This design comes from an exercise in tuning for small area, a short achievable clock period and few clock cycles per item on the open sky130 flow, not from production work. The RTL was checked by simulation tests, not by an equivalence proof against the original design. No activity file was given, so power comes from the tool's default toggle rates.

== job 1328 ==
==> flow/design.v <==
module projectCPU2020(
  clk,
  rst,
  wrEn,
  data_fromRAM,
  addr_toRAM,
  data_toRAM,
  PC,
  W
);
input clk, rst;
input wire [15:0] data_fromRAM;
output reg [15:0] data_toRAM;
output reg wrEn;
output reg [12:0] addr_toRAM;
output reg [12:0] PC;
output reg [15:0] W;
localparam S_D = 2'd0, S_I = 2'd1, S_E = 2'd2, S_K = 2'd3;
reg [1:0] state;
reg [2:0] opcode;
wire [15:0] s = data_fromRAM;
wire [2:0]  op_in = s[15:13];
wire        a_zero = (s[12:0] == 13'd0);
wire [12:0] pc_inc = PC + 13'd1;
wire [3:0]  n = s[3:0];
wire        c_shr = ~|s[15:4];                  
wire        c_shl = ~|s[15:5] & s[4];           
wire        left = (|s[15:6]) | s[4];           
wire [3:0]  r = left ? (~n + 4'd1) : n;
wire [15:0] x1 = r[0] ? {W[0], W[15:1]} : W;
wire [15:0] x2 = r[1] ? {x1[1:0], x1[15:2]} : x1;
wire [15:0] x4 = r[2] ? {x2[3:0], x2[15:4]} : x2;
wire [15:0] x8 = r[3] ? {x4[7:0], x4[15:8]} : x4;
reg  [15:0] t, keep;
integer k;
always @* begin
  for (k = 0; k < 16; k = k + 1)
    t[k] = (k >= n);
  for (k = 0; k < 16; k = k + 1)
    keep[k] = ~(c_shr | c_shl) | (c_shl & t[k]) | (c_shr & t[15-k]);
end
wire [15:0] w_shift = x8 & keep;
reg [15:0] w_alu;
always @* begin
  case (opcode)
    3'b000: w_alu = W + s;
    3'b001: w_alu = ~(W | s);
    3'b010: w_alu = w_shift;
    3'b011: w_alu = {15'd0, W > s};
    3'b101: w_alu = s;
    default: w_alu = W;
  endcase
end
wire sel_pc = (state == S_K) || (state == S_E && opcode != 3'b111);
wire st_d = (state == S_D);
wire st_i = (state == S_I);
wire a_or = |{s[12:2], s[0]};
always @* begin
  data_toRAM = W;
  addr_toRAM = sel_pc ? pc_inc : s[12:0];
  if (st_d && !a_or) addr_toRAM[1] = 1'b1;
  wrEn = (st_d && op_in == 3'b110 && (a_or || s[1])) ||
         (st_i && opcode == 3'b110);
end
always @(posedge clk) begin
  if (rst) begin
    state <= S_K;
    opcode <= 3'd0;
    PC <= 13'h1fff;
    W <= 16'd0;
  end else begin
    case (state)
      S_D: begin
        opcode <= op_in;
        state <= a_zero ? S_I : S_E;
      end
      S_I: state <= S_E;
      S_E: begin
        state <= (opcode == 3'b100 && s == 16'd0) ? S_K : S_D;
        PC <= addr_toRAM;
        W <= w_alu;
      end
      default: begin
        state <= S_D;
        PC <= addr_toRAM;
      end
    endcase
  end
end
endmodule
clock: 6.0 ns
lec_check: 0
cap_margin: 20
core_margin: 2
core_utilization: 40
setup_slack_margin: 2.2
slew_margin: 20
standard.sh (not shown) runs the stock make flow with config.mk's settings and CLKGATE_MAP_FILE= SYNTH_SCRIPT=/design/flow/synth_recipe.tcl, a recipe that flattens the netlist after the stock synthesis.
==> flow/flow/run.sh <==
#!/bin/bash
# The standard layout, with two changes:
#  - synthesis runs ORFS's own synth.tcl, patched (patch_synth.py) so that
#    ABC first maps the logic cone of the memory outputs (addr_toRAM, wrEn)
#    on its own, then the rest; optionally without full-adder extraction.
#    The registers, their cells and names are those of the standard synthesis.
#  - the ports get plain buffers (buf_1) instead of delay cells.
set -euo pipefail
here=$(pwd)
rm -rf "$here/scripts_custom"
cp -r "$FLOW_HOME/scripts" "$here/scripts_custom"
python3 "$here/flow/patch_synth.py" "$here/scripts_custom/synth.tcl"
cp "$FLOW_HOME/scripts/abc_speed.script" "$here/scripts_custom/abc_fast.script"
if [[ -f "$here/flow/main.abc" ]]; then cp "$here/flow/main.abc" "$here/scripts_custom/abc_speed.script"; fi
if [[ -f "$here/flow/no_extract_fa" ]]; then export NO_EXTRACT_FA=1; fi
SCRIPTS_DIR="$here/scripts_custom" bash standard.sh synth > make_synth.log 2>&1
unset NO_EXTRACT_FA
export BUFFER_PORTS_ARGS="-buffer_cell sky130_fd_sc_hd__buf_1"
bash standard.sh > make_layout.log 2>&1
==> flow/flow/patch_synth.py <==
import sys
p = sys.argv[1]
s = open(p).read()
old = "  log_cmd abc {*}$abc_args\n"
new = '''  # the cone of the memory address and write enable: map it on its own first
  select -set oc o:wrEn o:addr_toRAM %ci*:-sky130_fd_sc_hd__dfxtp_1
  log_cmd abc {*}[lreplace $abc_args 1 1 $::env(SCRIPTS_DIR)/abc_fast.script] @oc
  select -clear
  log_cmd abc {*}$abc_args
'''
assert s.count(old) == 1
s = s.replace(old, new)
old = "  extract_fa {*}[dont_use_extract_fa_args]\n"
assert s.count(old) == 1
s = s.replace(old, "  if {![info exists ::env(NO_EXTRACT_FA)]} { extract_fa {*}[dont_use_extract_fa_args] }\n")
open(p, 'w').write(s)
Job 1328 completed end to end with timing, DRC and antenna clean.
Testbench counts of job 1328, summed over its fixed seeds: cycles 56,242, instructions 26,571.
Edits applied to the flow inputs when going from job 1328 to job 2437:
Settings: swapping 40 for 60 in CORE_UTILIZATION.
--- a/flow/flow/run.sh
+++ b/flow/flow/run.sh
@@ -17,2 +17,3 @@
 unset NO_EXTRACT_FA
+export REMOVE_ABC_BUFFERS=1
 export BUFFER_PORTS_ARGS="-buffer_cell sky130_fd_sc_hd__buf_1"
==> flow/flow/main.abc (new file) <==
strash
balance -l; resub -K 6 -l; rewrite -l; resub -K 6 -N 2 -l; refactor -l; resub -K 8 -l; balance -l; resub -K 8 -N 2 -l; rewrite -l; resub -K 10 -l; rewrite -z -l; resub -K 10 -N 2 -l; balance -l; resub -K 12 -l; refactor -z -l; resub -K 12 -N 2 -l; rewrite -z -l; balance -l
dch
map -D 1000
topo
stime -p
==> flow/flow/no_extract_fa (new file) <==
present: synthesis skips full-adder extraction
--- outcome ---
- Fraction of area in non-clock buffers: job 2437 vs job 1328 up 1.0 points
- Gate count of the mapped netlist: job 2437 vs job 1328 down 14
- Compared with job 1328, job 2437 shows area after detailed placement lower by about 25%.
- Height of the chip (job 2437 over job 1328): decrease, 34 um
- On combinational cell fraction of total power, the higher figure sits with job 1328, not job 2437.
Edits applied to the flow inputs when going from job 2437 to job 1264:
Settings: CORE_UTILIZATION now 40, was 60; SETUP_SLACK_MARGIN now 2.8, was 2.2.
==> flow/flow/run.sh <==
#!/bin/bash
# The standard layout, except:
#  - synthesis is ORFS's own synthesis script, run with a different ABC
#    script (flow/remap.abc: area recovery under a delay target) in place of
#    abc_speed.script; everything else in synthesis, and the registers, stay
#    as the standard synthesis makes them;
#  - the ports get plain buffers (buf_1) instead of delay cells.
set -euo pipefail
here=$(pwd)
rm -rf "$here/scripts_custom"
cp -r "$FLOW_HOME/scripts" "$here/scripts_custom"
cp "$here/flow/remap.abc" "$here/scripts_custom/abc_speed.script"
SCRIPTS_DIR="$here/scripts_custom" bash standard.sh synth > make_synth.log 2>&1
export BUFFER_PORTS_ARGS="-buffer_cell sky130_fd_sc_hd__buf_1"
bash standard.sh > make_layout.log 2>&1
==> flow/flow/remap.abc (new file) <==
strash
balance -l; resub -K 6 -l; rewrite -l; resub -K 6 -N 2 -l; refactor -l; resub -K 8 -l; balance -l; resub -K 8 -N 2 -l; rewrite -l; resub -K 10 -l; rewrite -z -l; resub -K 10 -N 2 -l; balance -l; resub -K 12 -l; refactor -z -l; resub -K 12 -N 2 -l; rewrite -z -l; balance -l
dch
map -D 1000
topo
removed: flow/flow/main.abc
removed: flow/flow/no_extract_fa
removed: flow/flow/patch_synth.py
- Job 1264 vs. job 2437: initial cell density of the core fell 21 points; worst hold slack decreased 0.032 ns; detailed-route wire length increased about 28%.
- Against job 2437 as the reference, job 1264 delivers a lower endpoint arrival time on the critical path.
- The first-pass GRT wire length number comes out higher for job 1264 vs job 2437.
- Compared to job 2437, job 1264 reaches a higher achievable clock.
- Against job 2437, synthesized area in job 1264 rose by a little under 10%.
- Looking at number of instances in the synthesized netlist, job 1264 sits about 0.45% higher than job 2437 does.
Modified inputs, job 5060 compared to job 1264
Settings: CORE_UTILIZATION changed from 40 to 60; SETUP_SLACK_MARGIN changed from 2.8 to 2.2.
==> flow/flow/run.sh <==
#!/bin/bash
# The standard layout, with two changes:
#  - synthesis runs ORFS's own synth.tcl, patched (patch_synth.py) so that
#    ABC first maps the logic cone of the memory outputs (addr_toRAM, wrEn)
#    on its own, then the rest; optionally without full-adder extraction.
#    The registers, their cells and names are those of the standard synthesis.
#  - the ports get plain buffers (buf_1) instead of delay cells.
set -euo pipefail
here=$(pwd)
rm -rf "$here/scripts_custom"
cp -r "$FLOW_HOME/scripts" "$here/scripts_custom"
python3 "$here/flow/patch_synth.py" "$here/scripts_custom/synth.tcl"
cp "$FLOW_HOME/scripts/abc_speed.script" "$here/scripts_custom/abc_fast.script"
if [[ -f "$here/flow/main.abc" ]]; then cp "$here/flow/main.abc" "$here/scripts_custom/abc_speed.script"; fi
if [[ -f "$here/flow/no_extract_fa" ]]; then export NO_EXTRACT_FA=1; fi
SCRIPTS_DIR="$here/scripts_custom" bash standard.sh synth > make_synth.log 2>&1
unset NO_EXTRACT_FA
export BUFFER_PORTS_ARGS="-buffer_cell sky130_fd_sc_hd__buf_1"
bash standard.sh > make_layout.log 2>&1
==> flow/flow/no_extract_fa (new file) <==
present: synthesis skips full-adder extraction
==> flow/flow/patch_synth.py (new file) <==
import sys
p = sys.argv[1]
s = open(p).read()
old = "  log_cmd abc {*}$abc_args\n"
new = '''  # the cone of the memory address and write enable: map it on its own first
  select -set oc o:wrEn o:addr_toRAM %ci*:-sky130_fd_sc_hd__dfxtp_1
  log_cmd abc {*}[lreplace $abc_args 1 1 $::env(SCRIPTS_DIR)/abc_fast.script] @oc
  select -clear
  log_cmd abc {*}$abc_args
'''
assert s.count(old) == 1
s = s.replace(old, new)
old = "  extract_fa {*}[dont_use_extract_fa_args]\n"
assert s.count(old) == 1
s = s.replace(old, "  if {![info exists ::env(NO_EXTRACT_FA)]} { extract_fa {*}[dont_use_extract_fa_args] }\n")
open(p, 'w').write(s)
removed: flow/flow/remap.abc
[summary]
Combined global-route utilization of all metal layers delta for job 5060 relative to job 1264: 5.5 points higher
Job 5060 against job 1264: latest clock arrival within the worst-skew pair held; post-place instance area -71 um^2.
Sum of routed wire length over all layers (job 1264 / job 5060): 1.2

## static timing again, ports no longer ideal
In the flow no input, the clock included, has a driving cell. The finished layouts below were timed again as built, in two steps. Step 1 (the two cells are an assumption about what drives the block):
set clk [get_ports {clk}]
set_driving_cell -lib_cell sky130_fd_sc_hd__clkbuf_16 $clk
set_driving_cell -lib_cell sky130_fd_sc_hd__buf_2 [delete_from_list [all_inputs] $clk]
Step 2 moves the port delays by t, midway between the first and last clock arrival at a register: inputs arrive t later, outputs are due t later. That takes back most of the time a late clock gives input paths. Slacks: no drivers / after step 1 / after step 2; pairs: no drivers / after step 1.
run	t (ns)	slack for setup (ns)	slew at the worst register clock pin (ns)	worst slew at a driven data input, ns
job 1328	0.325	2.203 / 2.179 / 1.934	0.07 / 0.07	0.04
job 2437	0.330	2.235 / 2.210 / 1.966	0.08 / 0.08	0.03
job 1264	0.330	2.369 / 2.252 / 1.923	0.09 / 0.09	0.17
job 5060	0.328	2.295 / 2.272 / 2.003	0.08 / 0.08	0.04
After both steps every run listed still meets setup and hold. For job 1264, which loses most, drivers alone change the setup slack by -0.117 ns; drivers and shift together by -0.446 ns.
